This is an optimization exercise on Yosys and OpenROAD, whose aim is a short achievable clock period and few clock cycles, not a production implementation. Only simulation tests tie the RTL to the original design; equivalence was not proved. Power and IR drop assume default switching activity.

==> flow/design.v (excerpt) <==
module cpu (
    input             clk,
    input             reset,
    output     [31:0] iaddr,
    input      [31:0] idata,
    output     [31:0] daddr,
    input      [31:0] drdata,
    output     [31:0] dwdata,
    output     [3:0]  dwe
);
    parameter LATE = 0;              
    parameter DRED = 1;              
    localparam BI = 5;               
    localparam BT = 7;               
    localparam BW = 12;              
    localparam BN = 1 << BI;
    reg         rst_q;               
    reg  [29:0] pc_f;                
    reg         d_v;
    reg  [31:0] d_ir;
    reg  [29:0] d_pc, d_pc4, d_pnpc;
    reg         d_pt, d_hit;
    reg  [1:0]  d_ctr;
    reg         e_v;
    reg  [31:0] e_a, e_b, e_g, e_aimm;    
    reg  [31:0] e_ca, e_cb;          
    reg  [9:0]  e_aluop;
    reg  [29:0] e_tgt, e_pc4, e_pc, e_pnpc;
    reg         e_pt, e_br, e_jal, e_jalr, e_load, e_store, e_rw;
    reg  [2:0]  e_f3;
    reg  [4:0]  e_rd;
    reg         e_hit;
    reg  [1:0]  e_ctr;
    reg         m_v;
    reg  [31:0] m_res;
    reg         m_rw, m_load;
    reg  [4:0]  m_rd;
    reg  [3:0]  m_b0sel, m_sgnsel;
    reg         m_h1l1, m_h1l3, m_upl;
    reg         m_upd, m_taken, m_hit;
    reg  [1:0]  m_ctr;
    reg  [29:0] m_pc, m_tgt;
    reg         m_redir;
    reg  [29:0] m_pc4;
    reg         m_jalr;
    reg  [31:0] daddr_r, dwdata_r;
    reg  [3:0]  dwe_r;
    reg         w_v, w_rw;
    reg  [4:0]  w_rd;
    reg  [31:0] w_res;
    reg  [BN-1:0] btb_v;
    reg  [BT-1:0] btb_tag [0:BN-1];
    reg  [BW-1:0] btb_tgt [0:BN-1];
    reg  [1:0]    btb_ctr [0:BN-1];
    assign iaddr  = {pc_f, 2'b00};
    assign daddr  = daddr_r;
  ...
Size: roughly 7500 cells after synthesis, ~170 I/O pins, ~110000 sq um of cells after synthesis.
clock: 12.0 ns
lec_check: 0
cap_margin: 20
core_margin: 2
core_utilization: 60
cts_cluster_diameter: 120
cts_cluster_size: 24
setup_slack_margin: 5
slew_margin: 20
standard.sh (not shown) runs the stock make flow with config.mk's settings and CLKGATE_MAP_FILE= SYNTH_SCRIPT=/design/flow/synth_recipe.tcl, a recipe that flattens the netlist after the stock synthesis.
==> flow/flow/run.sh <==
#!/bin/bash
set -uo pipefail
cd "$(dirname "$0")/.."
EXTRA=$(cat flow/extra_vars.txt)
bash standard.sh $EXTRA finish > flow_make.log 2>&1
status=$?
echo "standard.sh exit $status" >> flow_make.log
exit $status
==> flow/flow/extra_vars.txt <==
SETUP_SLACK_MARGIN=9
The baseline finished with timing, DRC and antenna clean.
Testbench counts at the start, summed over its fixed seeds: cycles 124,474.
Next try:
--- a/flow/design.v
+++ b/flow/design.v
@@ -7,24 +7,25 @@
     input      [31:0] drdata,
     output     [31:0] dwdata,
     output     [3:0]  dwe
 );
     parameter LATE = 0;              
     parameter DRED = 1;              
     localparam BI = 5;               
     localparam BT = 7;               
     localparam BW = 12;              
     localparam BN = 1 << BI;
     reg         rst_q;               
     reg  [29:0] pc_f;                
+    reg  [29:0] pc_b;                
     reg         d_v;
     reg  [31:0] d_ir;
     reg  [29:0] d_pc, d_pc4, d_pnpc;
     reg         d_pt, d_hit;
     reg  [1:0]  d_ctr;
     reg         e_v;
     reg  [31:0] e_a, e_b, e_g, e_aimm;    
     reg  [31:0] e_ca, e_cb;          
     reg  [9:0]  e_aluop;
     reg  [29:0] e_tgt, e_pc4, e_pc, e_pnpc;
     reg         e_pt, e_br, e_jal, e_jalr, e_load, e_store, e_rw;
     reg  [2:0]  e_f3;
@@ -57,34 +58,44 @@
     assign dwdata = dwdata_r;
     assign dwe    = dwe_r;
     wire        stall;
     wire [31:0] e_y;                 
     wire [31:0] m_wb;                
     wire        redirect;            
     wire [29:0] rpc;
     wire        d_redir;             
     reg  [31:0] d_timm;              
     wire [31:0] d_tgt;               
     reg         d_back;              
     always @(posedge clk) rst_q <= reset;
-    wire [BI-1:0] f_idx  = pc_f[BI-1:0];
-    wire          f_hit  = btb_v[f_idx] && btb_tag[f_idx] == pc_f[BI+BT-1:BI];
+    wire [BI-1:0] f_idx  = pc_b[BI-1:0];
+    reg  [BN-1:0] f_sel;
+    reg  [BN-1:0] f_selt;
+    integer       fi;
+    always @(*) begin
+        for (fi = 0; fi < BN; fi = fi + 1) begin
+            f_sel[fi]  = btb_v[fi] && btb_tag[fi] == pc_b[BI+BT-1:BI] && f_idx == fi;
+            f_selt[fi] = f_sel[fi] && btb_ctr[fi][1];
+        end
+    end
+    wire          f_hit  = |f_sel;
     wire [1:0]    f_ctr  = btb_ctr[f_idx];
-    wire          f_pt   = f_hit && f_ctr[1];
+    wire          f_pt   = |f_selt;
     wire [29:0]   f_pc4  = pc_f + 30'd1;
     wire [29:0]   f_pnpc = f_pt ? {pc_f[29:BW], btb_tgt[f_idx]} : f_pc4;
     always @(posedge clk) begin
         if (reset)         pc_f <= 30'd0;
         else               pc_f <= e_taken ? nx_t : nx_n;
     end
+    always @(posedge clk) pc_b <= e_taken ? nx_t : nx_n;
     wire          f_isjal = idata[6:0] == 7'b1101111;
     wire          f_isbr  = idata[6:0] == 7'b1100011;
     wire [31:0]   f_timm  = f_isjal ? {{11{idata[31]}}, idata[31], idata[19:12], idata[20], idata[30:21], 1'b0} :
                             f_isbr  ? {{19{idata[31]}}, idata[31], idata[7], idata[30:25], idata[11:8], 1'b0} :
                                       {idata[31:12], 12'd0};
     always @(posedge clk) begin
         if (reset || redirect || d_redir) d_v <= 1'b0;
         else if (!stall)                  d_v <= 1'b1;
         if (!stall) begin
             d_ir   <= idata;
             d_pc   <= pc_f;
             d_pc4  <= f_pc4;
Effect:
- critical path depth came out lower by 1
- area after synthesis came out higher by 2.5%
- routed wire length came out higher by 9.8%
- sequential share of layout area came out lower by 2.5 points
- total power came out higher by 10%
- setup slack improves by 0.20 ns
Testbench counts after the change, summed over its fixed seeds: cycles 124,474.

[what the ideal ports hide]
The flow's constraints put no driver on any port. The routed layouts listed below were extracted and timed again, unchanged, in two steps. Step 1 assumes that a clkbuf_16 drives the clock port and a buf_2 every other input. Step 2, shift: input delay + t, output delay - t, t = (earliest + latest rising clock arrival at the registers) / 2. This alone moves slack from input paths to output paths. Slacks: ideal ports / drivers / drivers and shift; pairs: ideal ports / drivers.
run	t, ns	setup WS [ns]	worst setup path at the end	worst slew at a driven data input, ns
the first run	0.906	8.025 / 7.934 / 7.331	input to register	0.22
the second run	0.896	8.221 / 8.135 / 7.586	input to register	0.07
After both steps every run listed still meets setup and hold. The setup slack of the first run, which loses most, moves by -0.091 ns with the drivers and by -0.694 ns with both steps.
